This is an optimization exercise on Yosys and OpenROAD, whose aim is small area, not a production implementation. Only simulation tests tie the RTL to the original design; equivalence was not proved. Power and IR drop assume default switching activity.

==> flow/design.v <==
`timescale 1ns / 1ps
module opl3_log_sine_lut (
    input wire [7:0] theta,
    output reg [11:0] out
);
    always @*
        case (theta)
            8'h0: out = 2137;
            8'h1: out = 1731;
            8'h2: out = 1543;
            8'h3: out = 1419;
            8'h4: out = 1326;
            8'h5: out = 1252;
            8'h6: out = 1190;
            8'h7: out = 1137;
            8'h8: out = 1091;
            8'h9: out = 1050;
            8'ha: out = 1013;
            8'hb: out = 979;
            8'hc: out = 949;
            8'hd: out = 920;
            8'he: out = 894;
            8'hf: out = 869;
            8'h10: out = 846;
            8'h11: out = 825;
            8'h12: out = 804;
            8'h13: out = 785;
            8'h14: out = 767;
            8'h15: out = 749;
            8'h16: out = 732;
            8'h17: out = 717;
            8'h18: out = 701;
            8'h19: out = 687;
            8'h1a: out = 672;
            8'h1b: out = 659;
            8'h1c: out = 646;
            8'h1d: out = 633;
            8'h1e: out = 621;
            8'h1f: out = 609;
            8'h20: out = 598;
            8'h21: out = 587;
            8'h22: out = 576;
            8'h23: out = 566;
            8'h24: out = 556;
            8'h25: out = 546;
            8'h26: out = 536;
            8'h27: out = 527;
            8'h28: out = 518;
            8'h29: out = 509;
            8'h2a: out = 501;
            8'h2b: out = 492;
            8'h2c: out = 484;
            8'h2d: out = 476;
            8'h2e: out = 468;
            8'h2f: out = 461;
            8'h30: out = 453;
            8'h31: out = 446;
            8'h32: out = 439;
            8'h33: out = 432;
            8'h34: out = 425;
            8'h35: out = 418;
            8'h36: out = 411;
            8'h37: out = 405;
            8'h38: out = 399;
            8'h39: out = 392;
            8'h3a: out = 386;
            8'h3b: out = 380;
            8'h3c: out = 375;
            8'h3d: out = 369;
            8'h3e: out = 363;
            8'h3f: out = 358;
            8'h40: out = 352;
            8'h41: out = 347;
            8'h42: out = 341;
            8'h43: out = 336;
            8'h44: out = 331;
            8'h45: out = 326;
            8'h46: out = 321;
            8'h47: out = 316;
            8'h48: out = 311;
            8'h49: out = 307;
            8'h4a: out = 302;
            8'h4b: out = 297;
            8'h4c: out = 293;
            8'h4d: out = 289;
            8'h4e: out = 284;
            8'h4f: out = 280;
            8'h50: out = 276;
            8'h51: out = 271;
            8'h52: out = 267;
            8'h53: out = 263;
            8'h54: out = 259;
            8'h55: out = 255;
            8'h56: out = 251;
            8'h57: out = 248;
            8'h58: out = 244;
            8'h59: out = 240;
            8'h5a: out = 236;
            8'h5b: out = 233;
            8'h5c: out = 229;
            8'h5d: out = 226;
            8'h5e: out = 222;
            8'h5f: out = 219;
            8'h60: out = 215;
            8'h61: out = 212;
            8'h62: out = 209;
            8'h63: out = 205;
            8'h64: out = 202;
            8'h65: out = 199;
            8'h66: out = 196;
            8'h67: out = 193;
            8'h68: out = 190;
            8'h69: out = 187;
            8'h6a: out = 184;
            8'h6b: out = 181;
            8'h6c: out = 178;
            8'h6d: out = 175;
            8'h6e: out = 172;
            8'h6f: out = 169;
            8'h70: out = 167;
            8'h71: out = 164;
            8'h72: out = 161;
            8'h73: out = 159;
            8'h74: out = 156;
            8'h75: out = 153;
            8'h76: out = 151;
            8'h77: out = 148;
            8'h78: out = 146;
            8'h79: out = 143;
            8'h7a: out = 141;
            8'h7b: out = 138;
            8'h7c: out = 136;
            8'h7d: out = 134;
            8'h7e: out = 131;
            8'h7f: out = 129;
            8'h80: out = 127;
            8'h81: out = 125;
            8'h82: out = 122;
            8'h83: out = 120;
            8'h84: out = 118;
            8'h85: out = 116;
            8'h86: out = 114;
            8'h87: out = 112;
            8'h88: out = 110;
            8'h89: out = 108;
            8'h8a: out = 106;
            8'h8b: out = 104;
            8'h8c: out = 102;
            8'h8d: out = 100;
            8'h8e: out = 98;
            8'h8f: out = 96;
            8'h90: out = 94;
            8'h91: out = 92;
            8'h92: out = 91;
            8'h93: out = 89;
            8'h94: out = 87;
            8'h95: out = 85;
            8'h96: out = 83;
            8'h97: out = 82;
            8'h98: out = 80;
            8'h99: out = 78;
            8'h9a: out = 77;
            8'h9b: out = 75;
            8'h9c: out = 74;
            8'h9d: out = 72;
            8'h9e: out = 70;
            8'h9f: out = 69;
            8'ha0: out = 67;
            8'ha1: out = 66;
            8'ha2: out = 64;
            8'ha3: out = 63;
            8'ha4: out = 62;
            8'ha5: out = 60;
            8'ha6: out = 59;
            8'ha7: out = 57;
            8'ha8: out = 56;
            8'ha9: out = 55;
            8'haa: out = 53;
            8'hab: out = 52;
            8'hac: out = 51;
            8'had: out = 49;
            8'hae: out = 48;
            8'haf: out = 47;
            8'hb0: out = 46;
            8'hb1: out = 45;
            8'hb2: out = 43;
            8'hb3: out = 42;
            8'hb4: out = 41;
            8'hb5: out = 40;
            8'hb6: out = 39;
            8'hb7: out = 38;
            8'hb8: out = 37;
            8'hb9: out = 36;
            8'hba: out = 35;
            8'hbb: out = 34;
            8'hbc: out = 33;
            8'hbd: out = 32;
            8'hbe: out = 31;
            8'hbf: out = 30;
            8'hc0: out = 29;
            8'hc1: out = 28;
            8'hc2: out = 27;
            8'hc3: out = 26;
            8'hc4: out = 25;
            8'hc5: out = 24;
            8'hc6: out = 23;
            8'hc7: out = 23;
            8'hc8: out = 22;
            8'hc9: out = 21;
            8'hca: out = 20;
            8'hcb: out = 20;
            8'hcc: out = 19;
            8'hcd: out = 18;
            8'hce: out = 17;
            8'hcf: out = 17;
            8'hd0: out = 16;
            8'hd1: out = 15;
            8'hd2: out = 15;
            8'hd3: out = 14;
            8'hd4: out = 13;
            8'hd5: out = 13;
            8'hd6: out = 12;
            8'hd7: out = 12;
            8'hd8: out = 11;
            8'hd9: out = 10;
            8'hda: out = 10;
            8'hdb: out = 9;
            8'hdc: out = 9;
            8'hdd: out = 8;
            8'hde: out = 8;
            8'hdf: out = 7;
            8'he0: out = 7;
            8'he1: out = 7;
            8'he2: out = 6;
            8'he3: out = 6;
            8'he4: out = 5;
            8'he5: out = 5;
            8'he6: out = 5;
            8'he7: out = 4;
            8'he8: out = 4;
            8'he9: out = 4;
            8'hea: out = 3;
            8'heb: out = 3;
            8'hec: out = 3;
            8'hed: out = 2;
            8'hee: out = 2;
            8'hef: out = 2;
            8'hf0: out = 2;
            8'hf1: out = 1;
            8'hf2: out = 1;
            8'hf3: out = 1;
            8'hf4: out = 1;
            8'hf5: out = 1;
            8'hf6: out = 1;
            8'hf7: out = 1;
            8'hf8: out = 0;
            8'hf9: out = 0;
            8'hfa: out = 0;
            8'hfb: out = 0;
            8'hfc: out = 0;
            8'hfd: out = 0;
            8'hfe: out = 0;
            8'hff: out = 0;
            default: out = 0;
        endcase
endmodule
`timescale 1ns / 1ps
module opl3_exp_lut (
    input wire [7:0] in,
    output reg [9:0] out
);
    always @*
        case (in)
            8'h0: out = 0;
            8'h1: out = 3;
            8'h2: out = 6;
            8'h3: out = 8;
            8'h4: out = 11;
            8'h5: out = 14;
            8'h6: out = 17;
            8'h7: out = 20;
            8'h8: out = 22;
            8'h9: out = 25;
            8'ha: out = 28;
            8'hb: out = 31;
            8'hc: out = 34;
            8'hd: out = 37;
            8'he: out = 40;
            8'hf: out = 42;
            8'h10: out = 45;
            8'h11: out = 48;
            8'h12: out = 51;
            8'h13: out = 54;
            8'h14: out = 57;
            8'h15: out = 60;
            8'h16: out = 63;
            8'h17: out = 66;
            8'h18: out = 69;
            8'h19: out = 72;
            8'h1a: out = 75;
            8'h1b: out = 78;
            8'h1c: out = 81;
            8'h1d: out = 84;
            8'h1e: out = 87;
            8'h1f: out = 90;
            8'h20: out = 93;
            8'h21: out = 96;
            8'h22: out = 99;
            8'h23: out = 102;
            8'h24: out = 105;
            8'h25: out = 108;
            8'h26: out = 111;
            8'h27: out = 114;
            8'h28: out = 117;
            8'h29: out = 120;
            8'h2a: out = 123;
            8'h2b: out = 126;
            8'h2c: out = 130;
            8'h2d: out = 133;
            8'h2e: out = 136;
            8'h2f: out = 139;
            8'h30: out = 142;
            8'h31: out = 145;
            8'h32: out = 148;
            8'h33: out = 152;
            8'h34: out = 155;
            8'h35: out = 158;
            8'h36: out = 161;
            8'h37: out = 164;
            8'h38: out = 168;
            8'h39: out = 171;
            8'h3a: out = 174;
            8'h3b: out = 177;
            8'h3c: out = 181;
            8'h3d: out = 184;
            8'h3e: out = 187;
            8'h3f: out = 190;
            8'h40: out = 194;
            8'h41: out = 197;
            8'h42: out = 200;
            8'h43: out = 204;
            8'h44: out = 207;
            8'h45: out = 210;
            8'h46: out = 214;
            8'h47: out = 217;
            8'h48: out = 220;
            8'h49: out = 224;
            8'h4a: out = 227;
            8'h4b: out = 231;
            8'h4c: out = 234;
            8'h4d: out = 237;
            8'h4e: out = 241;
            8'h4f: out = 244;
            8'h50: out = 248;
            8'h51: out = 251;
            8'h52: out = 255;
            8'h53: out = 258;
            8'h54: out = 262;
            8'h55: out = 265;
            8'h56: out = 268;
            8'h57: out = 272;
            8'h58: out = 276;
            8'h59: out = 279;
            8'h5a: out = 283;
            8'h5b: out = 286;
            8'h5c: out = 290;
            8'h5d: out = 293;
            8'h5e: out = 297;
            8'h5f: out = 300;
            8'h60: out = 304;
            8'h61: out = 308;
            8'h62: out = 311;
            8'h63: out = 315;
            8'h64: out = 318;
            8'h65: out = 322;
            8'h66: out = 326;
            8'h67: out = 329;
            8'h68: out = 333;
            8'h69: out = 337;
            8'h6a: out = 340;
            8'h6b: out = 344;
            8'h6c: out = 348;
            8'h6d: out = 352;
            8'h6e: out = 355;
            8'h6f: out = 359;
            8'h70: out = 363;
            8'h71: out = 367;
            8'h72: out = 370;
            8'h73: out = 374;
            8'h74: out = 378;
            8'h75: out = 382;
            8'h76: out = 385;
            8'h77: out = 389;
            8'h78: out = 393;
            8'h79: out = 397;
            8'h7a: out = 401;
            8'h7b: out = 405;
            8'h7c: out = 409;
            8'h7d: out = 412;
            8'h7e: out = 416;
            8'h7f: out = 420;
            8'h80: out = 424;
            8'h81: out = 428;
            8'h82: out = 432;
            8'h83: out = 436;
            8'h84: out = 440;
            8'h85: out = 444;
            8'h86: out = 448;
            8'h87: out = 452;
            8'h88: out = 456;
            8'h89: out = 460;
            8'h8a: out = 464;
            8'h8b: out = 468;
            8'h8c: out = 472;
            8'h8d: out = 476;
            8'h8e: out = 480;
            8'h8f: out = 484;
            8'h90: out = 488;
            8'h91: out = 492;
            8'h92: out = 496;
            8'h93: out = 501;
            8'h94: out = 505;
            8'h95: out = 509;
            8'h96: out = 513;
            8'h97: out = 517;
            8'h98: out = 521;
            8'h99: out = 526;
            8'h9a: out = 530;
            8'h9b: out = 534;
            8'h9c: out = 538;
            8'h9d: out = 542;
            8'h9e: out = 547;
            8'h9f: out = 551;
            8'ha0: out = 555;
            8'ha1: out = 560;
            8'ha2: out = 564;
            8'ha3: out = 568;
            8'ha4: out = 572;
            8'ha5: out = 577;
            8'ha6: out = 581;
            8'ha7: out = 585;
            8'ha8: out = 590;
            8'ha9: out = 594;
            8'haa: out = 599;
            8'hab: out = 603;
            8'hac: out = 607;
            8'had: out = 612;
            8'hae: out = 616;
            8'haf: out = 621;
            8'hb0: out = 625;
            8'hb1: out = 630;
            8'hb2: out = 634;
            8'hb3: out = 639;
            8'hb4: out = 643;
            8'hb5: out = 648;
            8'hb6: out = 652;
            8'hb7: out = 657;
            8'hb8: out = 661;
            8'hb9: out = 666;
            8'hba: out = 670;
            8'hbb: out = 675;
            8'hbc: out = 680;
            8'hbd: out = 684;
            8'hbe: out = 689;
            8'hbf: out = 693;
            8'hc0: out = 698;
            8'hc1: out = 703;
            8'hc2: out = 708;
            8'hc3: out = 712;
            8'hc4: out = 717;
            8'hc5: out = 722;
            8'hc6: out = 726;
            8'hc7: out = 731;
            8'hc8: out = 736;
            8'hc9: out = 741;
            8'hca: out = 745;
            8'hcb: out = 750;
            8'hcc: out = 755;
            8'hcd: out = 760;
            8'hce: out = 765;
            8'hcf: out = 770;
            8'hd0: out = 774;
            8'hd1: out = 779;
            8'hd2: out = 784;
            8'hd3: out = 789;
            8'hd4: out = 794;
            8'hd5: out = 799;
            8'hd6: out = 804;
            8'hd7: out = 809;
            8'hd8: out = 814;
            8'hd9: out = 819;
            8'hda: out = 824;
            8'hdb: out = 829;
            8'hdc: out = 834;
            8'hdd: out = 839;
            8'hde: out = 844;
            8'hdf: out = 849;
            8'he0: out = 854;
            8'he1: out = 859;
            8'he2: out = 864;
            8'he3: out = 869;
            8'he4: out = 874;
            8'he5: out = 880;
            8'he6: out = 885;
            8'he7: out = 890;
            8'he8: out = 895;
            8'he9: out = 900;
            8'hea: out = 906;
            8'heb: out = 911;
            8'hec: out = 916;
            8'hed: out = 921;
            8'hee: out = 927;
            8'hef: out = 932;
            8'hf0: out = 937;
            8'hf1: out = 942;
            8'hf2: out = 948;
            8'hf3: out = 953;
            8'hf4: out = 959;
            8'hf5: out = 964;
            8'hf6: out = 969;
            8'hf7: out = 975;
            8'hf8: out = 980;
            8'hf9: out = 986;
            8'hfa: out = 991;
            8'hfb: out = 996;
            8'hfc: out = 1002;
            8'hfd: out = 1007;
            8'hfe: out = 1013;
            8'hff: out = 1018;
            default: out = 0;
        endcase
endmodule
`timescale 1ns / 1ps
module opl2(
  clk,
  reset,
  opl2_we,
  opl2_data,
  opl2_adr,
  kon,
  channel_a,
  channel_b,
  sample_clk,
  sample_clk_128
  );
  input         clk;
  input         reset;
  input         opl2_we;
  input [7:0]   opl2_data;
  input [7:0]   opl2_adr;
  output [8:0]  kon;
  output signed [15:0] channel_a;
  output signed [15:0] channel_b;
  output sample_clk;
  output sample_clk_128;
  localparam [1:0]
    RELEASE = 2'b00,
    ATTACK  = 2'b01,
    DECAY   = 2'b10,
    SUSTAIN = 2'b11;
  localparam RAND_POLYNOMIAL = 'h800302;
  localparam TREMOLO_MAX_COUNT = 13*1024;
  reg [8:0] kon;
  reg signed [15:0] channel_a;
  reg signed [15:0] channel_b;
  reg sample_clk;
  reg sample_clk_128;
  genvar i;
  reg [9:0] cntr;
  reg sample_clk_en;
  always @(posedge clk)
    if (reset) begin
      cntr <= 10'd0;
      sample_clk_en <= 1'b0;
      sample_clk <= 1'b0;
    end else begin
      cntr <= cntr == 10'd813 ? 10'd0 : cntr + 1'b1;
      sample_clk_en <= cntr == 10'd0;
      sample_clk <= ~cntr[9];
      sample_clk_128 <= ~cntr[0];
    end
  reg [7:0] m20 [0:17];
  reg [7:0] m40 [0:17];
  reg [7:0] m60 [0:17];
  reg [7:0] m80 [0:17];
  reg [1:0] me0 [0:17];
  reg [7:0] ma0 [0:8];
  reg [5:0] mb0 [0:8];
  reg [5:0] mc0 [0:8];
  reg [7:0] mbd;
  reg       m08;
  wire [7:0] wdata = reset ? 8'd0 : opl2_data;
  generate
    for (i = 0; i < 18; i = i + 1) begin: mop
      localparam [7:0] OFF = (i < 6) ? i : (i < 12) ? i + 2 : i + 4;
      always @(posedge clk) begin
        if (reset || (opl2_we && opl2_adr == 8'h20 + OFF)) m20[i] <= wdata;
        if (reset || (opl2_we && opl2_adr == 8'h40 + OFF)) m40[i] <= wdata;
        if (reset || (opl2_we && opl2_adr == 8'h60 + OFF)) m60[i] <= wdata;
        if (reset || (opl2_we && opl2_adr == 8'h80 + OFF)) m80[i] <= wdata;
        if (reset || (opl2_we && opl2_adr == 8'he0 + OFF)) me0[i] <= wdata[1:0];
      end
    end
    for (i = 0; i < 9; i = i + 1) begin: mch
      always @(posedge clk) begin
        if (reset || (opl2_we && opl2_adr == 8'ha0 + i)) ma0[i] <= wdata;
        if (reset || (opl2_we && opl2_adr == 8'hb0 + i)) mb0[i] <= wdata[5:0];
        if (reset || (opl2_we && opl2_adr == 8'hc0 + i)) mc0[i] <= wdata[5:0];
      end
    end
  endgenerate
  always @(posedge clk) begin
    if (reset || (opl2_we && opl2_adr == 8'hbd)) mbd <= wdata;
    if (reset || (opl2_we && opl2_adr == 8'h08)) m08 <= wdata[6];
  end
  reg [7:0] s20 [0:17];
  reg [7:0] s40 [0:17];
  reg [7:0] s60 [0:17];
  reg [7:0] s80 [0:17];
  reg [1:0] se0 [0:17];
  reg [9:0] sfnum [0:8];
  reg [2:0] sblock [0:8];
  reg [8:0] scha;
  reg [8:0] schb;
  reg [2:0] sfb [0:8];
  reg [8:0] scnt;
  reg [7:0] sbd;
  reg       nts;
  reg [2:0] ch0_old;    
  generate
    for (i = 0; i < 18; i = i + 1) begin: sop
      always @(posedge clk)
        if (sample_clk_en) begin
          s20[i] <= m20[i];
          s40[i] <= m40[i];
          s60[i] <= m60[i];
          s80[i] <= m80[i];
          se0[i] <= me0[i];
        end
    end
    for (i = 0; i < 9; i = i + 1) begin: sch
      always @(posedge clk)
        if (sample_clk_en) begin
          sfnum[i] <= {mb0[i][1:0], ma0[i]};
          sblock[i] <= mb0[i][4:2];
          schb[i] <= mc0[i][5];
          scha[i] <= mc0[i][4];
          sfb[i] <= mc0[i][3:1];
          scnt[i] <= mc0[i][0];
        end
      always @(posedge clk)
        if (reset)
          kon[i] <= 1'b0;
        else if (sample_clk_en)
          kon[i] <= mb0[i][5];
    end
  endgenerate
  always @(posedge clk)
    if (sample_clk_en) begin
      sbd <= mbd;
      nts <= m08;
      ch0_old <= {scha[0], schb[0], scnt[0]};
    end
  wire dam = sbd[7];
  wire dvb = sbd[6];
  wire ryt = sbd[5];
  wire bd  = sbd[4];
  wire sd  = sbd[3];
  wire tom = sbd[2];
  wire tc  = sbd[1];
  wire hh  = sbd[0];
  reg [4:0] rpos;        
  reg req;               
  reg act;               
  reg vB;
  reg fresh;             
  wire start = (sample_clk_en | req) & (rpos == 5'd17);
  wire fin = act & (rpos == 5'd17);
  always @(posedge clk)
    if (reset) begin
      rpos <= 5'd0;
      req <= 1'b0;
      act <= 1'b0;
      vB <= 1'b0;
      fresh <= 1'b1;
    end else begin
      rpos <= (rpos == 5'd17) ? 5'd0 : rpos + 1'b1;
      req <= start ? 1'b0 : (req | sample_clk_en);
      if (start)
        act <= 1'b1;
      else if (fin)
        act <= 1'b0;
      vB <= act;
      if (fin)
        fresh <= 1'b0;
    end
  reg [13:0] tremolo_index;
  reg [12:0] vibrato_index;    
  reg [23:0] rand_num;
  always @(posedge clk)
    if (reset) begin
      tremolo_index <= 14'd0;
      vibrato_index <= 13'd1;
      rand_num <= 24'd1;
    end else begin
      if (start) begin
        if (tremolo_index == TREMOLO_MAX_COUNT - 1)
          tremolo_index <= 0;
        else
          tremolo_index <= tremolo_index + 1'b1;
        if (rand_num & 1)
          rand_num <= (rand_num ^ RAND_POLYNOMIAL) >> 1;
        else
          rand_num <= rand_num >> 1;
      end
      if (act)
        vibrato_index <= vibrato_index + 1'b1;
    end
  wire [5:0] am_val_tmp0 = tremolo_index >> 8;
  wire [5:0] am_val_tmp1 = (am_val_tmp0 > 26) ? (2*26 + ~am_val_tmp0) : am_val_tmp0;
  wire [4:0] am_val = dam ? am_val_tmp1 : am_val_tmp1 >> 2;
  reg [8:0] k1;          
  reg [8:0] k2;          
  reg [2:0] q0;          
  reg [2:0] q1;
  reg bd0;
  reg hh0, hh1, sd0, sd1, tom0, tom1, tc0, tc1;
  always @(posedge clk)
    if (reset) begin
      k1 <= 9'd0;
      k2 <= 9'd0;
      q0 <= 3'd0;
      q1 <= 3'd0;
      bd0 <= 1'b0;
      hh0 <= 1'b0; hh1 <= 1'b0;
      sd0 <= 1'b0; sd1 <= 1'b0;
      tom0 <= 1'b0; tom1 <= 1'b0;
      tc0 <= 1'b0; tc1 <= 1'b0;
    end else if (fin) begin
      k1 <= kon;
      k2 <= k1;
      if (!ryt) begin
        q0 <= kon[8:6];
        q1 <= q0;
      end else begin
        bd0 <= bd;
        hh0 <= hh; hh1 <= hh0;
        sd0 <= sd; sd1 <= sd0;
        tom0 <= tom; tom1 <= tom0;
        tc0 <= tc; tc1 <= tc0;
      end
    end
  reg [1:0]  r_st  [0:17];
  reg [8:0]  r_env [0:17];
  reg [14:0] r_cnt [0:17];
  reg [19:0] r_pa  [0:17];
  reg [12:0] r_out [0:17];
  reg [12:0] r_fb2 [0:8];
  wire [4:0] op = rpos;
  reg [3:0] ch;
  reg is_mod;
  always @ *
    case (op)
    5'd0:  begin ch = 4'd0; is_mod = 1'b1; end
    5'd1:  begin ch = 4'd1; is_mod = 1'b1; end
    5'd2:  begin ch = 4'd2; is_mod = 1'b1; end
    5'd3:  begin ch = 4'd0; is_mod = 1'b0; end
    5'd4:  begin ch = 4'd1; is_mod = 1'b0; end
    5'd5:  begin ch = 4'd2; is_mod = 1'b0; end
    5'd6:  begin ch = 4'd3; is_mod = 1'b1; end
    5'd7:  begin ch = 4'd4; is_mod = 1'b1; end
    5'd8:  begin ch = 4'd5; is_mod = 1'b1; end
    5'd9:  begin ch = 4'd3; is_mod = 1'b0; end
    5'd10: begin ch = 4'd4; is_mod = 1'b0; end
    5'd11: begin ch = 4'd5; is_mod = 1'b0; end
    5'd12: begin ch = 4'd6; is_mod = 1'b1; end
    5'd13: begin ch = 4'd7; is_mod = 1'b1; end
    5'd14: begin ch = 4'd8; is_mod = 1'b1; end
    5'd15: begin ch = 4'd6; is_mod = 1'b0; end
    5'd16: begin ch = 4'd7; is_mod = 1'b0; end
    default: begin ch = 4'd8; is_mod = 1'b0; end
    endcase
  wire [7:0] p20 = s20[op];
  wire [7:0] p40 = s40[op];
  wire [7:0] p60 = s60[op];
  wire [7:0] p80 = s80[op];
  wire [1:0] ws = se0[op];
  wire am   = p20[7];
  wire vib  = p20[6];
  wire egt  = p20[5];
  wire ksr  = p20[4];
  wire [3:0] mult = p20[3:0];
  wire [1:0] ksl = p40[7:6];
  wire [5:0] tl  = p40[5:0];
  wire [3:0] ar = p60[7:4];
  wire [3:0] dr = p60[3:0];
  wire [3:0] sl = p80[7:4];
  wire [3:0] rr = p80[3:0];
  wire [9:0] fnum = sfnum[ch];
  wire [2:0] block = sblock[ch];
  wire [2:0] fb = sfb[ch];
  wire cnt_c = scnt[ch];
  wire kon_c = kon[ch];
  wire k1_c = k1[ch];
  wire k2_c = k2[ch];
  wire op_bd = ryt && (op == 5'd12 || op == 5'd15);
  wire op_hh = ryt && op == 5'd13;
  wire op_tt = ryt && op == 5'd14;
  wire op_sd = ryt && op == 5'd16;
  wire op_tc = ryt && op == 5'd17;
  wire [1:0]  st0  = fresh ? RELEASE : r_st[0];
  wire [8:0]  env0 = fresh ? 9'd511 : r_env[0];
  wire [14:0] cnt0 = fresh ? 15'd0 : r_cnt[0];
  wire [19:0] pa0  = fresh ? 20'd0 : r_pa[0];
  wire [12:0] out_old = fresh ? 13'd0 : r_out[0];
  wire [12:0] fb2_old = fresh ? 13'd0 : r_fb2[0];
  wire [19:0] pa17 = fresh ? 20'd0 : r_pa[14];   
  wire [19:0] pa13 = r_pa[4];                    
  reg off_old, off_new, rhy_old, rhy_new;
  always @ * begin
    if (ch < 4'd6) begin
      off_old = !k1_c && k2_c;
      off_new = !kon_c && k1_c;
    end else begin
      off_old = !q0[ch - 4'd6] && q1[ch - 4'd6];
      off_new = ryt ? off_old : (!kon_c && q0[ch - 4'd6]);
    end
    rhy_old = 1'b0;
    rhy_new = 1'b0;
    if (ryt)
      case (op)
      5'd12: rhy_new = bd && !bd0;
      5'd15: rhy_old = bd && !bd0;
      5'd13: begin rhy_old = hh0 && !hh1; rhy_new = hh && !hh0; end
      5'd14: begin rhy_old = tom0 && !tom1; rhy_new = tom && !tom0; end
      5'd16: begin rhy_old = sd0 && !sd1; rhy_new = sd && !sd0; end
      5'd17: begin rhy_old = tc0 && !tc1; rhy_new = tc && !tc0; end
      default: ;
      endcase
  end
  wire kon_old = (k1_c && !k2_c) || rhy_old;
  wire kon_new = (kon_c && !k1_c) || rhy_new;
  reg [1:0] next_state;
  always @ *
    case (st0)
    ATTACK: next_state = env0 == 0 ? DECAY : ATTACK;
    DECAY: next_state = (env0 >> 4) >= sl ? SUSTAIN : DECAY;
    SUSTAIN: next_state = !egt ? RELEASE : SUSTAIN;
    default: next_state = RELEASE;
    endcase
  wire [1:0] s1 = kon_old ? ATTACK : off_old ? RELEASE : next_state;
  wire [1:0] s2 = kon_new ? ATTACK : off_new ? RELEASE : s1;
  function [3:0] req_rate;
    input [1:0] s;
    input [3:0] ar, dr, rr;
    case (s)
    ATTACK: req_rate = ar;
    DECAY: req_rate = dr;
    SUSTAIN: req_rate = 0;
    default: req_rate = rr;
    endcase
  endfunction
  wire [7:0] rate_tmp0 = nts ? fnum[8] : fnum[9];
  wire [7:0] rate_tmp1 = rate_tmp0 | (block << 1);
  wire [7:0] rate_tmp2 = ksr ? rate_tmp1 : rate_tmp1 >> 2;
  function [17:0] rate_inc;
    input [3:0] requested_rate;
    input [7:0] rate_tmp2;
    reg [7:0] requested_rate_shifted;
    reg [7:0] effective_rate;
    reg [7:0] rate_value;
    reg [1:0] rof;
    begin
      requested_rate_shifted = requested_rate << 2;
      effective_rate = (rate_tmp2 + requested_rate_shifted > 60) ?
       60 : rate_tmp2 + requested_rate_shifted;
      rate_value = effective_rate >> 2;
      rof = effective_rate[1:0];
      rate_inc = (4 | rof) << rate_value;
    end
  endfunction
  wire [3:0] rate1 = req_rate(s1, ar, dr, rr);
  wire [3:0] rate2 = req_rate(s2, ar, dr, rr);
  wire [17:0] inc1 = rate_inc(rate1, rate_tmp2);
  wire [17:0] inc2 = rate_inc(rate2, rate_tmp2);
  wire [14:0] cnt1 = (rate1 != 0) ? cnt0 + inc1[14:0] : cnt0;
  wire [17:0] overflow_tmp = cnt1 + inc2;
  wire [7:0] rate_counter_overflow = overflow_tmp >> 15;
  reg [8:0] env1;
  always @ *
    if (s2 == ATTACK && rate_counter_overflow != 0 && env0 != 0)
      env1 = env0 - (((env0 * rate_counter_overflow) >> 3) + 1);
    else if (s2 == DECAY || s2 == RELEASE)
      if (env0 + rate_counter_overflow > 511)
        env1 = 511;
      else
        env1 = env0 + rate_counter_overflow;
    else
      env1 = env0;
  reg [3:0] mult_adj;
  always @ *
    case (mult)
    'h0: mult_adj = 1;
    'h1: mult_adj = 1;
    'h2: mult_adj = 2;
    'h3: mult_adj = 3;
    'h4: mult_adj = 4;
    'h5: mult_adj = 5;
    'h6: mult_adj = 6;
    'h7: mult_adj = 7;
    'h8: mult_adj = 8;
    'h9: mult_adj = 9;
    'hA: mult_adj = 10;
    'hB: mult_adj = 10;
    'hC: mult_adj = 12;
    'hD: mult_adj = 12;
    'hE: mult_adj = 15;
    default: mult_adj = 15;
    endcase
  wire [13:0] fnum_mult = fnum * mult_adj;
  wire [19:0] fnum_mult_sh = fnum_mult << block;
  wire signed [19:0] post_mult = (mult == 0) ? fnum_mult_sh >> 1 : fnum_mult_sh;
  wire [9:0] delta0 = fnum >> 7;
  wire [9:0] delta1 = ((vibrato_index >> 10) & 3) == 3 ? delta0 >> 1 : delta0;
  wire [9:0] delta2 = !dvb ? delta1 >> 1 : delta1;
  wire signed [9:0] vib_val = ((vibrato_index >> 10) & 4) != 0 ? ~delta2 : delta2;
  wire signed [19:0] phase_inc = vib ? post_mult + vib_val : post_mult;
  wire [9:0] upper_current_phase = pa0 >> 10;
  reg [9:0] friend_phase;
  always @ *
    if (op_hh)
      friend_phase = pa17 >> 10;
    else if (op_tc)
      friend_phase = pa13 >> 10;
    else
      friend_phase = 0;
  wire [9:0] phase_bit =
   (((upper_current_phase & 'h88) ^ ((upper_current_phase << 5) & 'h80)) |
   ((friend_phase ^ (friend_phase << 2)) & 'h20)) ? 'h02 : 'h00;
  reg [9:0] noise_bit;
  always @ *
    if (op_hh)
      noise_bit = rand_num[0] << 1;
    else if (op_sd)
      noise_bit = rand_num[0] << 8;
    else
      noise_bit = 0;
  reg [19:0] rhythm_phase;
  always @ *
    if (op_hh)
      rhythm_phase = ((phase_bit << 8) | ('h34 << (phase_bit ^ noise_bit))) << 10;
    else if (op_sd)
      rhythm_phase = (('h100 + (upper_current_phase & 'h100)) ^ noise_bit) << 10;
    else if (op_tc)
      rhythm_phase = ((1 + phase_bit) << 8) << 10;
    else
      rhythm_phase = pa0;
  wire use_feedback = is_mod && !((op == 5'd13 || op == 5'd14) && ryt);
  wire signed [12:0] fb1_s = out_old;
  wire signed [12:0] fb2_s = (op == 5'd0) ? out_old : fb2_old;
  reg signed [21:0] feedback_result_p0;
  always @ *
    if (fb == 0)
      feedback_result_p0 = 0;
    else
      feedback_result_p0 = ((fb1_s + fb2_s) <<< fb);
  wire signed [12:0] feedback_result = feedback_result_p0 >>> 9;
  wire carrier_mod_off = cnt_c || (ryt && (op == 5'd16 || op == 5'd17));
  wire [12:0] modulation = use_feedback ? feedback_result :
   (!is_mod && !carrier_mod_off) ? r_out[3] : 13'd0;
  wire rhythmic = op_hh || op_sd || op_tc;
  wire [19:0] pa_sum = pa0 + phase_inc;
  wire [9:0] fp_base = rhythmic ? rhythm_phase[19:10] + phase_inc[19:10] : pa_sum[19:10];
  wire [19:0] pa1 = kon_new ? 20'd0 : pa_sum;
  wire [9:0] final_phase_hi = kon_new ? 10'd0 : fp_base + modulation[9:0];
  reg [6:0] rom_out;
  always @ *
    case (fnum >> 6)
    0: rom_out = 0;
    1: rom_out = 32;
    2: rom_out = 40;
    3: rom_out = 45;
    4: rom_out = 48;
    5: rom_out = 51;
    6: rom_out = 53;
    7: rom_out = 55;
    8: rom_out = 56;
    9: rom_out = 58;
    10: rom_out = 59;
    11: rom_out = 60;
    12: rom_out = 61;
    13: rom_out = 62;
    14: rom_out = 63;
    default: rom_out = 64;
    endcase
  wire signed [7:0] ksl_tmp0 = block - 8;
  wire signed [7:0] ksl_tmp1 = rom_out + (ksl_tmp0 << 3);
  reg [7:0] ksl_add;
  always @ *
    case (ksl)
    0: ksl_add = 0;
    1: ksl_add = ksl_tmp1 <= 0 ? 0 : ksl_tmp1 << 1;
    2: ksl_add = ksl_tmp1 <= 0 ? 0 : ksl_tmp1;
    default: ksl_add = ksl_tmp1 <= 0 ? 0 : ksl_tmp1 << 2;
    endcase
  wire [10:0] env_offs = (tl << 2) + ksl_add + (am ? am_val : 5'd0);
  reg incl;
  always @ *
    if (op == 5'd15)
      incl = ryt ? cnt_c : 1'b1;
    else if (op == 5'd12)
      incl = ryt ? !cnt_c : cnt_c;
    else if (op == 5'd13 || op == 5'd14)
      incl = cnt_c || ryt;
    else if (op == 5'd0)
      incl = ch0_old[0];
    else
      incl = is_mod ? cnt_c : 1'b1;
  wire cha_c = (ch == 4'd0) ? ch0_old[2] : scha[ch];
  wire chb_c = (ch == 4'd0) ? ch0_old[1] : schb[ch];
  wire signed [17:0] out_old_ext = fb1_s;
  reg signed [17:0] acc_a;
  reg signed [17:0] acc_b;
  always @(posedge clk)
    if (start) begin
      acc_a <= 0;
      acc_b <= 0;
    end else if (act) begin
      if (incl && cha_c)
        acc_a <= acc_a + out_old_ext;
      if (incl && chb_c)
        acc_b <= acc_b + out_old_ext;
    end
  always @(posedge clk)
    if (sample_clk_en) begin
      if (acc_a > 2**15 - 1)
        channel_a <= 2**15 - 1;
      else if (acc_a < -2**15)
        channel_a <= -2**15;
      else
        channel_a <= acc_a;
      if (acc_b > 2**15 - 1)
        channel_b <= 2**15 - 1;
      else if (acc_b < -2**15)
        channel_b <= -2**15;
      else
        channel_b <= acc_b;
    end
  reg [9:0] b_phase;       
  reg [9:0] b_offs;
  reg [1:0] b_ws;
  reg b_shl;
  always @(posedge clk) begin
    b_phase <= final_phase_hi;
    b_offs <= env_offs[9:0];
    b_ws <= ws;
    b_shl <= op_hh || op_tt || op_sd || op_tc;
  end
  wire [11:0] log_sin_out;
  opl3_log_sine_lut log_sine_lut_inst (
    .theta(b_phase[8] ? ~b_phase[7:0] : b_phase[7:0]),
    .out(log_sin_out)
  );
  wire signed [10:0] env_tmp = r_env[1] + b_offs;
  reg [8:0] env;
  always @ *
    if (env_tmp < 0)
      env = 0;
    else if (env_tmp > 511)
      env = 511;
    else
      env = env_tmp;
  wire [12:0] log_sin_plus_gain = log_sin_out + (env << 3);
  wire [9:0] exp_out;
  opl3_exp_lut exp_lut_inst (
    .in(~log_sin_plus_gain[7:0]),
    .out(exp_out)
  );
  wire [12:0] tmp_out0 = (2**10 + exp_out) << 1;
  reg signed [12:0] tmp_out1;
  always @ *
    if (b_phase[9])
      tmp_out1 = ~(tmp_out0 >> log_sin_plus_gain[12:8]);
    else
      tmp_out1 = tmp_out0 >> log_sin_plus_gain[12:8];
  wire signed [12:0] tmp_ws2 = tmp_out1 < 0 ? ~tmp_out1 : tmp_out1;
  reg signed [12:0] tmp_out2;
  always @ *
    case (b_ws)
    0: tmp_out2 = tmp_out1;
    1: tmp_out2 = tmp_out1 < 0 ? 0 : tmp_out1;
    2: tmp_out2 = tmp_ws2;
    default: tmp_out2 = b_phase[8] ? 0 : tmp_ws2;
    endcase
  wire [12:0] op_out = b_shl ? tmp_out2 << 1 : tmp_out2;
  always @(posedge clk) begin
    r_st[1]  <= act ? s2 : r_st[0];
    r_env[1] <= act ? env1 : r_env[0];
    r_cnt[1] <= act ? cnt1 : r_cnt[0];
    r_pa[1]  <= act ? pa1 : r_pa[0];
    r_out[1] <= r_out[0];
    r_out[2] <= vB ? op_out : r_out[1];
    r_fb2[1] <= (act && is_mod) ? out_old : r_fb2[0];
    r_st[0]  <= r_st[17];
    r_env[0] <= r_env[17];
    r_cnt[0] <= r_cnt[17];
    r_pa[0]  <= r_pa[17];
    r_out[0] <= r_out[17];
    r_fb2[0] <= r_fb2[8];
    r_out[3] <= r_out[2];
  end
  generate
    for (i = 2; i < 18; i = i + 1) begin: ring
      always @(posedge clk) begin
        r_st[i]  <= r_st[i-1];
        r_env[i] <= r_env[i-1];
        r_cnt[i] <= r_cnt[i-1];
        r_pa[i]  <= r_pa[i-1];
      end
      if (i > 3) begin: ro
        always @(posedge clk)
          r_out[i] <= r_out[i-1];
      end
    end
    for (i = 2; i < 9; i = i + 1) begin: fring
      always @(posedge clk)
        r_fb2[i] <= r_fb2[i-1];
    end
  endgenerate
endmodule
==> flow/run.sh <==
#!/bin/bash
# synth_recipe.tcl (not shown) runs the flow's synth.tcl, then flattens the netlist and writes it again
# the make line also repeats each setting of config.mk as NAME=value (left out here)
make -C /OpenROAD-flow-scripts/flow DESIGN_CONFIG=/design/flow/config.mk WORK_HOME=/design/flow/orfs CLKGATE_MAP_FILE= SYNTH_SCRIPT=/design/flow/synth_recipe.tcl finish
==> flow/config.mk <==
export PLATFORM = sky130hd
export DESIGN_NAME = opl2
export DESIGN_NICKNAME = opl2
export VERILOG_FILES = /design/flow/design.v
export SDC_FILE = /design/flow/constraint.sdc
export NUM_CORES = 8
export LEC_CHECK = 0
export ABC_AREA = 1
export CAP_MARGIN = 20
export CORE_MARGIN = 2
export CORE_UTILIZATION = 65
export SLEW_MARGIN = 20
==> flow/constraint.sdc <==
create_clock -name core_clock -period 15.0 [get_ports {clk}]
set_input_delay 3.0000 -clock core_clock [delete_from_list [all_inputs] [get_ports {clk}]]
set_output_delay 3.0000 -clock core_clock [all_outputs]
set_load 0.01 [all_outputs]
==> results of run 1 <==
==> metrics by stage <==
stage	instance area (um2)	power (mW)	hold slack, ns
global placement	107000	21.3	0.309
floorplan	104000	18.1	0.310
finish	117000	28.7	0.265
CTS	117000	28.6	0.248
detailed placement	107000	21.3	0.312
global route	117000	30.5	0.268
==> Yosys cell counts, drive strengths merged, types with 6 or more instances <==
| cell type | count | share of area, % |
|---|---|---|
| nor4 | 10 | 0.060 |
| o21bai | 18 | 0.13 |
| nand2 | 1219 | 4.5 |
| mux2i | 10 | 0.096 |
| ha | 279 | 3.4 |
| o211ai | 44 | 0.32 |
| a311oi | 7 | 0.059 |
| a2111oi | 7 | 0.059 |
| a21oi | 397 | 1.9 |
| edfxtp | 1629 | 47 |
| fa | 42 | 0.81 |
| clkinv | 13 | 0.047 |
| a22oi | 9 | 0.065 |
| nor3b | 8 | 0.058 |
| buf | 99 | 0.43 |
| inv | 588 | 2.1 |
| o311ai | 6 | 0.051 |
| a32o | 17 | 0.16 |
| dfxtp | 1356 | 26 |
| nand3 | 345 | 1.7 |
| a211oi | 26 | 0.19 |
| a22o | 82 | 0.69 |
| a21o | 11 | 0.080 |
| a221oi | 76 | 0.64 |
| xnor2 | 62 | 0.52 |
| xor2 | 106 | 0.89 |
| o22ai | 41 | 0.25 |
| o31ai | 29 | 0.21 |
| o21a | 12 | 0.087 |
| clkbuf | 157 | 0.57 |
| a31oi | 60 | 0.36 |
| nor3 | 57 | 0.28 |
| nand4 | 77 | 0.46 |
| o2111ai | 13 | 0.11 |
| o21ai | 590 | 2.9 |
| nor2 | 551 | 2.1 |
| o221ai | 23 | 0.19 |
| or2 | 19 | 0.11 |
==> routing by layer <==
layer / vias to the layer above / share of wire (%) / wire length, um / track usage [%]
met5: - / 0.019 / 49 / 0
met4: 8 / 3.8 / 9910 / 12.2
met3: 591 / 8.5 / 22300 / 5.58
met2: 3257 / 47 / 122000 / 50.7
met1: 30900 / 41 / 106000 / 44.4
li1: 29000 / - / - / -
==> placed cells by master, fill, tap and decap left out, types with 27 or more instances in the layout <==
| master | count |
|---|---|
| o21ai_1 | 59 |
| nand3_1 | 343 |
| o211ai_1 | 43 |
| clkbuf_16 | 298 |
| clkdlybuf4s50_1 | 60 |
| clkbuf_1 | 51 |
| a221oi_1 | 76 |
| nor2_1 | 515 |
| fa_1 | 41 |
| nor3_1 | 55 |
| nand4_1 | 77 |
| buf_4 | 138 |
| dfxtp_1 | 1353 |
| clkbuf_8 | 35 |
| edfxtp_1 | 1629 |
| o21ai_0 | 513 |
| xor2_1 | 105 |
| nor2_4 | 27 |
| o22ai_1 | 41 |
| xnor2_1 | 61 |
| clkinv_2 | 41 |
| clkinv_1 | 30 |
| inv_1 | 565 |
| a21oi_1 | 395 |
| a31oi_1 | 60 |
| a22o_1 | 82 |
| nand2_1 | 1193 |
| ha_1 | 278 |
==> layout make-up <==
class / instances / share of cell area, %
antenna: 3 / 0.00642
sequential: 2985 / 65.1
multi-input combinational: 4288 / 21.2
inverter: 601 / 1.93
tap: 2072 / 2.22
clock buffer: 384 / 6.96
timing repair buffer: 203 / 1.45
clock inverter: 117 / 1.12
==> worst register-to-register path, delay by kind of cell, from the launching register on <==
kind | cells | cell delay, ns
flops | 1 | 0.43
buf+inv | 10 | 0.81
simple gates | 36 | 4.09
xor+xnor | 3 | 0.42
compound gates | 24 | 4.63
fa+ha+maj | 10 | 3.49
==> kinds of logic (layout without fill, tap and decap cells) <==
kind of cell	after synthesis	count (layout)	share of synthesized area [%]
AOI/OAI and AO/OA	1495	1495	8.66
xor gates and xnor gates	168	168	1.42
adders and majority gates	321	321	4.17
buffers and inverters	857	1305	3.17
DFF	2985	2985	73.2
muxes	10	10	0.0964
other	0	3	0
and+or+nand+nor	2294	2294	9.25
==> power by group <==
part / internal (mW) / switching, mW / leakage, nW
registers: 9.22 / 0.196 / 26.5
logic: 3.80 / 8.26 / 14.2
clock network: 4.25 / 2.99 / 4.63
==> path summary, 6_finish.rpt <==
kind | start | to | slack (ns)
max | rpos[0]$_SDFF_PP0_ | r_env[1][8]$_DFF_P_ | 1.02
min reg2reg | r_pa[5][9]$_DFF_P_ | r_pa[6][9]$_DFF_P_ | 0.26
min | r_pa[5][9]$_DFF_P_ | r_pa[6][9]$_DFF_P_ | 0.26
max reg2reg | rpos[0]$_SDFF_PP0_ | r_env[1][8]$_DFF_P_ | 1.02
==> flip-flops by register name, indices dropped and copies added, names as in the netlist, 36 cells and up <==
| register | count |
|---|---|
| s60 | 144 |
| mb0 | 54 |
| m40 | 144 |
| m60 | 144 |
| s40 | 144 |
| me0 | 36 |
| mc0 | 54 |
| m80 | 144 |
| r_out | 234 |
| m20 | 144 |
| s80 | 144 |
| r_st | 36 |
| r_env | 162 |
| r_pa | 360 |
| se0 | 36 |
| r_cnt | 270 |
| ma0 | 72 |
| s20 | 144 |
| sfnum | 90 |
| r_fb2 | 117 |
==> run_results.csv, run 1 <==
group,metric,value,unit
clocking,cts.sinks,2985,
clocking,cts-root-buf,"clkbuf_16",
route,drt-wirelength-per-cell,24.5,um
die,start_util,65.5,%
placed_design,hpwlAfterDp,165,mm
setup_path,cpMaxStageDelayCell,"a2111oi_1",
finish,register_area,76100,um2
clocking,cts.path.max_buffers,4,
route,ant_nets,0,
finish,nNetsFinal,8709,
sta,finalSetupViolCount,0,
sta,tightestPinTransition,1.18,ns
clocking,postCtsSetupBuffers,0,
clocking,h-tree-depth,5,
route,vias,63800,
setup_path,reg2regPathDepth,83,
sta,rsz0062_at_grt,"no",
clocking,clk_transition_reported_paths,0.06,ns
setup_path,cp_slowest_stage_delay,0.62,ns
finish,drive_gt1_share,8.46,%
route,drc,0,
placed_design,place.gp.congestion,0.913,
synth,syn_nets,8470,
sta,setup_ws,1.02,ns
clocking,holdBufCountCts,0,
setup_path,path_delay_family,"compound AO/OA/AOI/OAI gates",
setup_path,worst-path-stages,83,
global_routing,antenna_found_initial,8,
global_routing,grt_pass1_wl,387,mm
die,dieArea,163000,um2
finish,syn_to_final_growth,12.5,%
clocking,cts.repair.resized,0,
setup_path,crit_buf_inv,10,
synth,synthArstFlopShare,0,%
route,drt_pass1_iterations,8,
synth,synth_cells,8130,
setup_path,critPathLaunchType,"flip-flop",
pwr,ir_drop,538,uV
sta,fmax,71.5,MHz
synth,ys_seq_area_share,73.2,%
synth,yosysWarningCount,25,
setup_path,cp_max_fo,14,
finish,post-route-util,73.7,%
die,die_w,404,um
placed_design,port_buffers,61,
synth,ys_ff_latch,2985,
setup_path,crit_type,"reg2reg",
route,drt_iter0_drc,8133,
finish,stdcell_count,10700,
placed_design,placed_cells,10100,
clocking,insertion_delay,0.94,ns
clocking,cts_buffers,290,
die,ios,62,
finish,multiInputGateArea,24800,um2
sta,slew_viol_final,0,
sta,hold_viol_final,0,
die,die_y,404,um
setup_path,arrival,14.80,ns
global_routing,first_global_vias,62500,
run_status,outcome,"timing/DRC/antenna clean",
worst_hold_path,worst_hold_path_type,"reg2reg",
synth,syn_avg_cell_area,12.8,um2
die,fp-row-count,146,
sta,min_period,13.98,ns
global_routing,grt_usage,31.9,%
sta,max_slew_margin,20.9,%
placed_design,post-place-ws,0.967,ns
setup_path,crit_path_end_kind,"flip-flop",
global_routing,grt-ovfl-total,0,
pwr,p_leak,45.4,nW
die,fp.coreArea,159000,um2
sta,finalClockSkew,0.0796,ns
synth,yosysUniqueCellTypes,69,
synth,ys.flop_type,"edfxtp_1",
synth,synth_edf_count,1629,
setup_path,path_common_cell,"nand2_1",
sta,fin_crit_sh,93.2,%
route,wirelength,261,mm
clocking,tritoncts,"yes",
synth,synth_area,104000,um2
pwr,power_density,246,nW/um2
sta,setup_tns,0,ns
finish,fill_cells,10000,
setup_path,crit_required,15.82,ns
worst_hold_path,hold_depth,0,
global_routing,grt_max_degree,174,
run,drv_cap,0,
route,viasPerCell,5.99,
==> run 2, diff against run 1 <==
--- a/flow/config.mk
+++ b/flow/config.mk
@@ -8,5 +8,8 @@
 export ABC_AREA = 1
 export CAP_MARGIN = 20
 export CORE_MARGIN = 2
-export CORE_UTILIZATION = 65
+export CORE_UTILIZATION = 40
+export CTS_BUF_LIST = sky130_fd_sc_hd__clkbuf_16
+export CTS_CLUSTER_DIAMETER = 100
+export CTS_CLUSTER_SIZE = 30
 export SLEW_MARGIN = 20
==> run_results.csv, run 2 <==
group,metric,value,unit
synth,synth_top_family_by_area,"simple AND/OR/NAND/NOR gates",
synth,synthSimpleGateAreaFrac,9.25,%
setup_path,crit_path_end_kind,"flip-flop",
setup_path,rr_startpoint,"rpos[0]$_SDFF_PP0_",
synth,synth_cells,8130,
clocking,insertion_delay,0.85,ns
placed_design,port_buffers,61,
finish,syn_to_final_growth,8.76,%
global_routing,grt-ovfl-total,0,
sta,min_period,13.78,ns
finish,fill_cells,23300,
synth,ys_seq_area_share,73.2,%
synth,synthTopCellsByArea,"edfxtp_1 (47%), dfxtp_1 (26%), nand2_1 (4.3%)",
synth,synth_area,104000,um2
clocking,cts.sinks,2985,
die,fp.coreArea,259000,um2
die,die_w,514,um
synth,synth_top_area_cell,"edfxtp_1",
finish,nNetsFinal,8562,
sta,tightestPinTransition,1.15,ns
synth,synthXorXnorAreaFrac,1.42,%
setup_path,critPathLaunchType,"flip-flop",
global_routing,grt_pass1_wl,380,mm
pwr,ir_drop,508,uV
setup_path,cp_slowest_stage_delay,0.56,ns
synth,synth.cells.most_frequent,"edfxtp_1 (1629), dfxtp_1 (1356), nand2_1 (1193), inv_1 (567), o21ai_0 (566)",
sta,finalSetupViolCount,0,
global_routing,first_global_vias,59000,
finish,drive_gt1_share,5.70,%
worst_hold_path,hold_depth,0,
route,drc,0,
run_status,outcome,"timing/DRC/antenna clean",
synth,synth-compound-area-share,8.66,%
synth,yosysWarningCount,25,
clocking,cts-root-buf,"clkbuf_16",
setup_path,crit_type,"reg2reg",
pwr,power_density,229,nW/um2
sta,setup_tns,0,ns
setup_path,arrival,14.50,ns
global_routing,antenna_found_initial,12,
clocking,h-tree-depth,3,
sta,slew_viol_final,0,
worst_hold_path,min_from,"r_cnt[4][3]$_DFF_P_",
setup_path,reg2regPathDepth,82,
die,die_y,514,um
sta,fin_crit_sh,91.9,%
placed_design,hpwlAfterDp,173,mm
run,drv_cap,0,
sta,fmax,72.5,MHz
clocking,cts_buffers,120,
route,drt-wirelength-per-cell,22.0,um
synth,synth_edf_count,1629,
synth,ys.flop_type,"edfxtp_1",
route,drt_pass1_iterations,8,
finish,layout_common_cells,"edfxtp_1 (1629), dfxtp_1 (1353), nand2_1 (1189)",
sta,finalClockSkew,0.0616,ns
die,start_util,40.1,%
placed_design,place.gp.congestion,0.893,
route,drt_iter0_drc,6423,
sta,max_slew_margin,22.8,%
pwr,power,25.8,mW
worst_hold_path,worst_hold_path_type,"reg2reg",
setup_path,r2r_setup_slack,1.22,ns
synth,yosysTopAreaCellShare,47.1,%
synth,syn_nets,8470,
finish,final_common_cell,"edfxtp_1",
setup_path,cp_max_fo,13,
die,ios,62,
synth,syn_avg_cell_area,12.8,um2
setup_path,crit_required,15.71,ns
synth,yosysMostFrequentCell,"edfxtp_1",
synth,yosysUniqueCellTypes,69,
global_routing,grt_usage,19.0,%
clocking,postCtsSetupBuffers,0,
synth,ys_ff_latch,2985,
clocking,holdBufCountCts,0,
finish,top_register,"r_pa",
die,fp-row-count,187,
global_routing,grt_max_degree,156,
setup_path,cpMaxStageDelayCell,"fa_1",
clocking,clk_transition_reported_paths,0.11,ns
setup_path,worstReg2RegEnd,"r_env[1][8]$_DFF_P_",
route,ant_nets,0,
die,dieArea,264000,um2
worst_hold_path,min_to,"r_cnt[5][3]$_DFF_P_",
route,wirelength,257,mm
pwr,p_leak,42.8,nW
sta,rsz0062_at_grt,"no",
setup_path,path_common_cell,"nand2_1",
clocking,tritoncts,"yes",
route,vias,61300,
synth,synth_fa_ha_area_share,4.17,%
synth,synthMuxAreaShare,0.0964,%
finish,largest_register_ff_count,360,
synth,synthArstFlopShare,0,%
sta,hold_viol_final,0,
route,viasPerCell,5.24,
finish,top_regs,"r_pa: 360 flops, r_cnt: 270 flops, r_out: 234 flops",
clocking,cts.path.max_buffers,3,
==> run 2: worst max-delay path by stage <==
stage	from	to	slack, ns	depth (start not counted)
after detailed placement	rpos[0]$_SDFF_PP0_	r_env[1][8]$_DFF_P_	0.81	82
after floorplan	sample_clk_en$_SDFF_PP0_	tremolo_index[13]$_SDFFE_PP0P_	2.79	11
after CTS	rpos[0]$_SDFF_PP0_	r_env[1][8]$_DFF_P_	0.68	82
final	rpos[0]$_SDFF_PP0_	r_env[1][8]$_DFF_P_	1.22	82
after global placement	rpos[0]$_SDFF_PP0_	r_env[1][8]$_DFF_P_	0.75	84
after global routing	rpos[0]$_SDFF_PP0_	r_env[1][7]$_DFF_P_	0.07	81
==> run 2: timing repair <==
action,in CTS,in global routing
setup endpoints to repair,0,4
gates resized for setup,0,16
hold endpoints to repair,0,0
==> run 2: worst max-delay path, delay by kind of cell, from the launching register on <==
family	cells	cell delay, ns
DFF	1	0.46
AOI/OAI and AO/OA	21	3.48
adders and majority gates	10	3.51
xor gates and xnor gates	3	0.47
and+or+nand+nor	38	4.66
buffers and inverters	10	1.10
==> run 2: final cells by class <==
class,instances,area (um2),share of cell area (%)
sequential,2985,76100,67.3
multi-input combinational,4288,24800,22.0
tap,3402,4260,3.77
clock buffer,122,3050,2.70
inverter,601,2260,2.00
timing repair buffer,226,1860,1.64
clock inverter,75,639,0.566
antenna,7,17.5,0.0155
==> run 2: per-layer routing <==
| metal | track usage [%] | vias to the layer above | routed length (um) | share of wire (%) |
|---|---|---|---|---|
| met4 | 5.52 | 10 | 7180 | 2.8 |
| met2 | 30.7 | 2040 | 118000 | 46 |
| met3 | 2.40 | 340 | 15800 | 6.1 |
| met5 | 0 | - | 80 | 0.031 |
| li1 | - | 28600 | - | - |
| met1 | 27.0 | 30300 | 116000 | 45 |
==> run 2: report_power, final <==
part | switching (mW) | total, mW | internal (mW)
sequential | 0.178 | 9.39 | 9.21
clock | 2.49 | 4.03 | 1.54
combinational | 8.59 | 12.4 | 3.83
total | 11.3 | 25.8 | 14.6
==> run 2: metrics by stage <==
| step | instance area, um2 | utilization, % | setup WS, ns | hold WS, ns | std cells |
|---|---|---|---|---|---|
| after floorplan | 104000 | - | 2.79 | 0.310 | 8130 |
| after global placement | 109000 | 42.1 | 0.746 | 0.310 | 11500 |
| after detailed placement | 109000 | 42.2 | 0.812 | 0.312 | 11500 |
| after CTS | 113000 | 43.6 | 0.682 | 0.297 | 11700 |
| after global routing | 113000 | 43.6 | 0.0668 | 0.303 | 11700 |
| final | 113000 | 43.6 | 1.22 | 0.296 | 11700 |
==> run 2: cell families (layout without fill, tap and decap cells) <==
group,after synthesis,count (layout)
flip-flops,2985,2985
other,0,7
adder cells (fa/ha/maj),321,321
buffers and inverters,857,1024
AND/OR/NAND/NOR,2294,2294
multiplexers,10,10
XOR/XNOR,168,168
AO/OA/AOI/OAI,1495,1495
==> run 3, diff against run 2 <==
--- a/flow/config.mk
+++ b/flow/config.mk
@@ -8,8 +8,8 @@
 export ABC_AREA = 1
 export CAP_MARGIN = 20
 export CORE_MARGIN = 2
-export CORE_UTILIZATION = 40
+export CORE_UTILIZATION = 60
 export CTS_BUF_LIST = sky130_fd_sc_hd__clkbuf_16
-export CTS_CLUSTER_DIAMETER = 100
+export CTS_CLUSTER_DIAMETER = 80
 export CTS_CLUSTER_SIZE = 30
 export SLEW_MARGIN = 20
==> run_results.csv, run 3 <==
group,metric,value,unit
run_status,outcome,"timing/DRC/antenna clean",
clocking,cts_buffers,121,
die,fp-row-count,152,
worst_hold_path,min_from,"r_pa[12][19]$_DFF_P_",
finish,nNetsFinal,8559,
die,fp.coreArea,172000,um2
global_routing,grt_usage,27.8,%
run,drv_cap,0,
clocking,cts.sinks,2985,
finish,drive_gt1_share,5.82,%
synth,ys_ff_latch,2985,
pwr,p_leak,42.8,nW
setup_path,crit_path_end_kind,"flip-flop",
route,viasPerCell,5.78,
setup_path,cp_max_fo,16,
synth,syn_avg_cell_area,12.8,um2
die,die_y,420,um
worst_hold_path,min_to,"r_pa[13][19]$_DFF_P_",
placed_design,hpwlAfterDp,166,mm
clocking,h-tree-depth,3,
setup_path,crit_type,"reg2reg",
sta,fmax,72.6,MHz
synth,synth_area,104000,um2
synth,yosysMostFrequentCell,"edfxtp_1",
clocking,cts.path.max_buffers,3,
finish,syn_to_final_growth,7.52,%
synth,yosysWarningCount,25,
route,drc,0,
sta,finalClockSkew,0.121,ns
finish,largest_register_ff_count,360,
clocking,cts-root-buf,"clkbuf_16",
die,dieArea,176000,um2
route,drt_pass1_iterations,8,
route,drt_iter0_drc,6311,
worst_hold_path,worst_hold_path_type,"reg2reg",
setup_path,worstReg2RegEnd,"r_env[1][8]$_DFF_P_",
worst_hold_path,hold_depth,0,
sta,slew_viol_final,0,
setup_path,critPathLaunch,"rpos[0]$_SDFF_PP0_",
synth,yosysUniqueCellTypes,69,
sta,fin_crit_sh,91.9,%
pwr,clockPowerShare,15.8,%
global_routing,grt_pass1_wl,365,mm
synth,synthTopCellsByArea,"edfxtp_1 (47%), dfxtp_1 (26%), nand2_1 (4.3%)",
sta,setup_ws,1.22,ns
setup_path,reg2regPathDepth,82,
synth,syn_nets,8470,
global_routing,first_global_vias,57800,
global_routing,grt_max_degree,110,
pwr,power,25.5,mW
setup_path,crit_required,15.74,ns
finish,post-route-util,65.0,%
die,ios,62,
pwr,comb_power_share,47.3,%
synth,synth_top_area_cell,"edfxtp_1",
setup_path,cpMaxStageDelayCell,"fa_1",
sta,finalSetupViolCount,0,
die,start_util,60.5,%
route,ant_nets,0,
sta,rsz0062_at_grt,"no",
sta,tightestPinTransition,1.20,ns
route,drt-wirelength-per-cell,23.2,um
synth,synthArstFlopShare,0,%
pwr,seqPwrFrac,36.8,%
global_routing,antenna_found_initial,4,
synth,ys.flop_type,"edfxtp_1",
route,vias,61200,
global_routing,grt-ovfl-total,0,
finish,layout_common_cells,"edfxtp_1 (1629), dfxtp_1 (1353), nand2_1 (1192)",
synth,synth_edf_count,1629,
sta,max_slew_margin,20.0,%
finish,top_regs,"r_pa: 360 flops, r_cnt: 270 flops, r_out: 234 flops",
finish,top_register,"r_pa",
pwr,sw_frac_of_total,42.7,%
synth,synth.cells.most_frequent,"edfxtp_1 (1629), dfxtp_1 (1356), nand2_1 (1193), inv_1 (567), o21ai_0 (566)",
placed_design,post-place-ws,1.23,ns
die,die_w,420,um
route,wirelength,246,mm
placed_design,place.gp.congestion,0.933,
setup_path,cp_slowest_stage_delay,0.55,ns
sta,hold_viol_final,0,
placed_design,port_buffers,61,
setup_path,arrival,14.52,ns
synth,synth_cells,8130,
setup_path,critPathLaunchType,"flip-flop",
setup_path,path_common_cell,"nand2_1",
finish,final_common_cell,"edfxtp_1",
synth,ys_seq_area_share,73.2,%
clocking,clk_transition_reported_paths,0.11,ns
synth,yosysTopAreaCellShare,47.1,%
setup_path,r2r_setup_slack,1.22,ns
finish,fill_cells,12800,
pwr,power_density,228,nW/um2
sta,min_period,13.78,ns
pwr,switching_power,10.9,mW
sta,setup_tns,0,ns
clocking,insertion_delay,0.85,ns
setup_path,rr_startpoint,"rpos[0]$_SDFF_PP0_",
pwr,internal-power,14.6,mW
placed_design,dpl-instance-area,108000,um2
clocking,tritoncts,"yes",
finish,design_area,112000,um2
pwr,ir_drop,662,uV
==> run 3: cell count changes in the layout (fill, tap and decap cells not counted), sizes merged <==
cell      before  now
inv          651  636
clkinv        24   32
clkbuf       122  121
buf          166  162
diode          7    1
clkinvlp       1    2
bufinv         0    2
==> run 3: final cells by class <==
type                            count  area [um2]  share of cell area, %
Inverter                          601        2260                   2.03
Multi-Input combinational cell   4288       24800                   22.2
Antenna cell                        1        2.50                0.00224
Timing Repair Buffer              222        1820                   1.63
Clock inverter                     71         778                  0.697
Tap cell                         2310        2890                   2.59
Clock buffer                      121        3030                   2.71
Sequential cell                  2985       76100                   68.1
==> run 3: metal layers <==
metal | track usage, % | part of all wire [%] | up-vias
met5 | 0 | 0 | -
met3 | 3.43 | 7.5 | 330
met2 | 44.6 | 47 | 2418
li1 | - | - | 28600
met1 | 40.3 | 43 | 29900
met4 | 7.69 | 2.8 | 0
==> run 3: worst max-delay path, delay by kind of cell (launching register included) <==
kind	cells	cell delay, ns
AND/OR/NAND/NOR	36	4.18
XOR/XNOR	3	0.44
adder cells (fa/ha/maj)	10	3.52
buffers and inverters	10	0.84
flip-flops	1	0.38
AO/OA/AOI/OAI	23	4.33
==> run 3: cells by family (layout without fill, tap and decap cells) <==
| kind of cell | count (synthesis) | in the layout | synth area share (%) |
|---|---|---|---|
| simple gates | 2294 | 2294 | 9.25 |
| compound gates | 1495 | 1495 | 8.66 |
| mux | 10 | 10 | 0.0964 |
| other cells | 0 | 1 | 0 |
| fa+ha+maj | 321 | 321 | 4.17 |
| buf+inv | 857 | 1015 | 3.17 |
| flops | 2985 | 2985 | 73.2 |
| xor+xnor | 168 | 168 | 1.42 |
==> run 3: power by group through the flow <==
stage,Sequential [mW],Combinational [mW],Clock [mW]
6_report,9.39,12.1,4.04
5_1_grt,9.44,13.5,4.37
3_5_place_dp,9.57,11.9,0
2_1_floorplan,9.63,8.49,0
3_3_place_gp,9.56,11.9,0
4_1_cts,9.39,11.9,4.11
==> run 3: how the worst max path moves through the flow <==
stage / endpoint / slack [ns] / cells past startpoint
after global placement: r_env[1][8]$_DFF_P_ / 1.43 / 83
after CTS: r_env[1][8]$_DFF_P_ / 1.11 / 83
after detailed placement: r_env[1][8]$_DFF_P_ / 1.23 / 83
after floorplan: tremolo_index[13]$_SDFFE_PP0P_ / 2.79 / 11
after global routing: r_env[1][8]$_DFF_P_ / 0.04 / 82
final: r_env[1][8]$_DFF_P_ / 1.22 / 82
==> run 3: what timing repair did <==
item | CTS | global route
setup buffers | 0 | 3
gates resized for setup | 0 | 7
endpoints found under the setup margin | 0 | 1
hold buffers | 0 | 0
==> run 3: stage by stage <==
step | hold slack, ns | instances
after global placement | 0.310 | 10400
after global routing | 0.244 | 10600
final | 0.258 | 10600
after detailed placement | 0.312 | 10400
after CTS | 0.243 | 10600
after floorplan | 0.310 | 8130
==> run 4, diff against run 3 <==
--- a/flow/config.mk
+++ b/flow/config.mk
@@ -10,6 +10,6 @@
 export CORE_MARGIN = 2
 export CORE_UTILIZATION = 60
 export CTS_BUF_LIST = sky130_fd_sc_hd__clkbuf_16
-export CTS_CLUSTER_DIAMETER = 80
-export CTS_CLUSTER_SIZE = 30
+export CTS_CLUSTER_DIAMETER = 60
+export CTS_CLUSTER_SIZE = 26
 export SLEW_MARGIN = 20
==> run_results.csv, run 4 <==
group,metric,value,unit
run_status,outcome,"timing/DRC/antenna clean",
sta,finalSetupViolCount,0,
route,drt_pass1_iterations,6,
synth,ys.flop_type,"edfxtp_1",
clocking,cts.path.max_buffers,3,
global_routing,grt_usage,28.1,%
clocking,holdBufCountCts,0,
placed_design,port_buffers,61,
sta,rsz0062_at_grt,"no",
pwr,ir_drop,626,uV
synth,yosysTopAreaCellShare,47.1,%
synth,syn_avg_cell_area,12.8,um2
route,drc,0,
worst_hold_path,worst_hold_path_type,"reg2reg",
route,wirelength,247,mm
worst_hold_path,hold_depth,0,
synth,synth_edf_count,1629,
synth,ys_seq_area_share,73.2,%
clocking,cts.sinks,2985,
global_routing,grt_max_degree,110,
sta,holdWs,0.309,ns
setup_path,crit_path_end_kind,"flip-flop",
die,die_w,420,um
finish,design_area,113000,um2
pwr,clockPowerShare,19.0,%
pwr,seqPwrFrac,35.4,%
setup_path,critPathLaunchType,"flip-flop",
synth,syn_nets,8470,
route,drt_iter0_drc,6506,
synth,synth_fa_ha_area_share,4.17,%
route,drt-wirelength-per-cell,23.1,um
global_routing,grt-ovfl-total,0,
finish,syn_to_final_growth,9.25,%
synth,yosysWarningCount,25,
placed_design,dpl-instance-area,108000,um2
finish,largest_register_ff_count,360,
setup_path,cp_slowest_stage_delay,0.62,ns
setup_path,rr_startpoint,"rpos[2]$_SDFF_PP0_",
sta,max_slew_margin,20.3,%
setup_path,cp_max_fo,29,
finish,final_common_cell,"edfxtp_1",
pwr,power,26.5,mW
die,fp.coreArea,172000,um2
synth,synth_top_family_by_area,"simple AND/OR/NAND/NOR gates",
setup_path,path_common_cell,"nand2_1",
run,drv_cap,0,
clocking,clk_transition_reported_paths,0.09,ns
clocking,tritoncts,"yes",
worst_hold_path,min_from,"r_pa[3][17]$_DFF_P_",
setup_path,reg2regPathDepth,81,
sta,hold_viol_final,0,
placed_design,place.gp.congestion,0.933,
clocking,cts-root-buf,"clkbuf_16",
pwr,comb_power_share,45.6,%
pwr,internal-power,15.3,mW
die,dieArea,176000,um2
synth,synthArstFlopShare,0,%
route,vias,61400,
pwr,p_leak,43.6,nW
global_routing,antenna_found_initial,7,
route,ant_nets,0,
placed_design,hpwlAfterDp,166,mm
finish,nNetsFinal,8605,
sta,slew_viol_final,0,
synth,synthXorXnorAreaFrac,1.42,%
synth,synthMuxAreaShare,0.0964,%
die,die_y,420,um
setup_path,arrival,14.47,ns
setup_path,crit_type,"reg2reg",
synth,ys_ff_latch,2985,
die,ios,62,
## run 4: cell types whose count changed in the layout (fill, tap and decap cells not counted), moves of 5 or more
cell | previous run | this run
clkbuf_16 | 121 | 167
bufinv_16 | 2 | 10
clkinv_2 | 2 | 8
inv_12 | 4 | 11
inv_8 | 2 | 12
inv_1 | 593 | 574
clkinv_16 | 8 | 3
clkinv_8 | 7 | 15
inv_6 | 10 | 18
clkinvlp_4 | 2 | 12
## run 4: cells by family (layout without fill, tap and decap cells)
| group | Yosys count | in the layout |
|---|---|---|
| AO/OA/AOI/OAI | 1495 | 1495 |
| XOR/XNOR | 168 | 168 |
| adder cells (fa/ha/maj) | 321 | 321 |
| buffers and inverters | 857 | 1103 |
| flip-flops | 2985 | 2985 |
| multiplexers | 10 | 10 |
| other | 0 | 4 |
| AND/OR/NAND/NOR | 2294 | 2294 |
## run 4: metrics by stage
step	instances	setup WS [ns]	utilization [%]
3_5_place_dp	10400	1.23	62.8
5_1_grt	10700	0.0609	66.1
6_report	10700	1.27	66.1
3_3_place_gp	10400	1.43	62.7
4_1_cts	10700	1.14	66.0
2_1_floorplan	8130	2.79	-
## run 4: repair_timing
item                                    in CTS  in global routing
gates resized for setup                      0                  8
buffers inserted                             0                  4
endpoints found under the setup margin       0                  1
## run 4: power by group through the flow
stage / Clock [mW] / Combinational (mW) / Sequential [mW]
floorplan: 0 / 8.49 / 9.63
global placement: 0 / 11.9 / 9.56
detailed placement: 0 / 11.9 / 9.57
CTS: 5.13 / 11.9 / 9.39
global route: 5.39 / 13.5 / 9.44
finish: 5.04 / 12.1 / 9.39
## run 4: routing by layer
layer  up-vias  wire (um)  part of all wire, %  track usage (%)
met1     30000     106000                   43             40.1
met2      2304     116000                   47             44.9
met3       387      18200                  7.4             4.07
met5         -         11               0.0044                0
met4         2       7470                  3.0             8.71
li1      28800          -                    -                -
## run 4: worst max path at each step
| stage | cells after the start | startpoint | slack [ns] | endpoint |
|---|---|---|---|---|
| final | 81 | rpos[2]$_SDFF_PP0_ | 1.27 | r_env[1][8]$_DFF_P_ |
| after global routing | 82 | rpos[0]$_SDFF_PP0_ | 0.06 | r_env[1][8]$_DFF_P_ |
| after CTS | 83 | rpos[0]$_SDFF_PP0_ | 1.14 | r_env[1][8]$_DFF_P_ |
| after detailed placement | 83 | rpos[0]$_SDFF_PP0_ | 1.23 | r_env[1][8]$_DFF_P_ |
| after global placement | 83 | rpos[0]$_SDFF_PP0_ | 1.43 | r_env[1][8]$_DFF_P_ |
| after floorplan | 11 | sample_clk_en$_SDFF_PP0_ | 2.79 | tremolo_index[13]$_SDFFE_PP0P_ |
## run 4: critical path, delay by kind of cell (launching register included)
kind,cells,cell delay [ns]
buffers and inverters,9,0.91
AO/OA/AOI/OAI,23,3.73
AND/OR/NAND/NOR,37,4.67
adder cells (fa/ha/maj),9,3.22
flip-flops,1,0.62
XOR/XNOR,3,0.44
## run 4: layout make-up
type | instances | area (um2)
antenna | 4 | 10.0
clock buffer | 167 | 4180
clock inverter | 111 | 1400
fill | 12600 | 58300
inverter | 601 | 2260
multi-input combinational | 4288 | 24800
sequential | 2985 | 76100
tap | 2310 | 2890
timing repair buffer | 224 | 1840
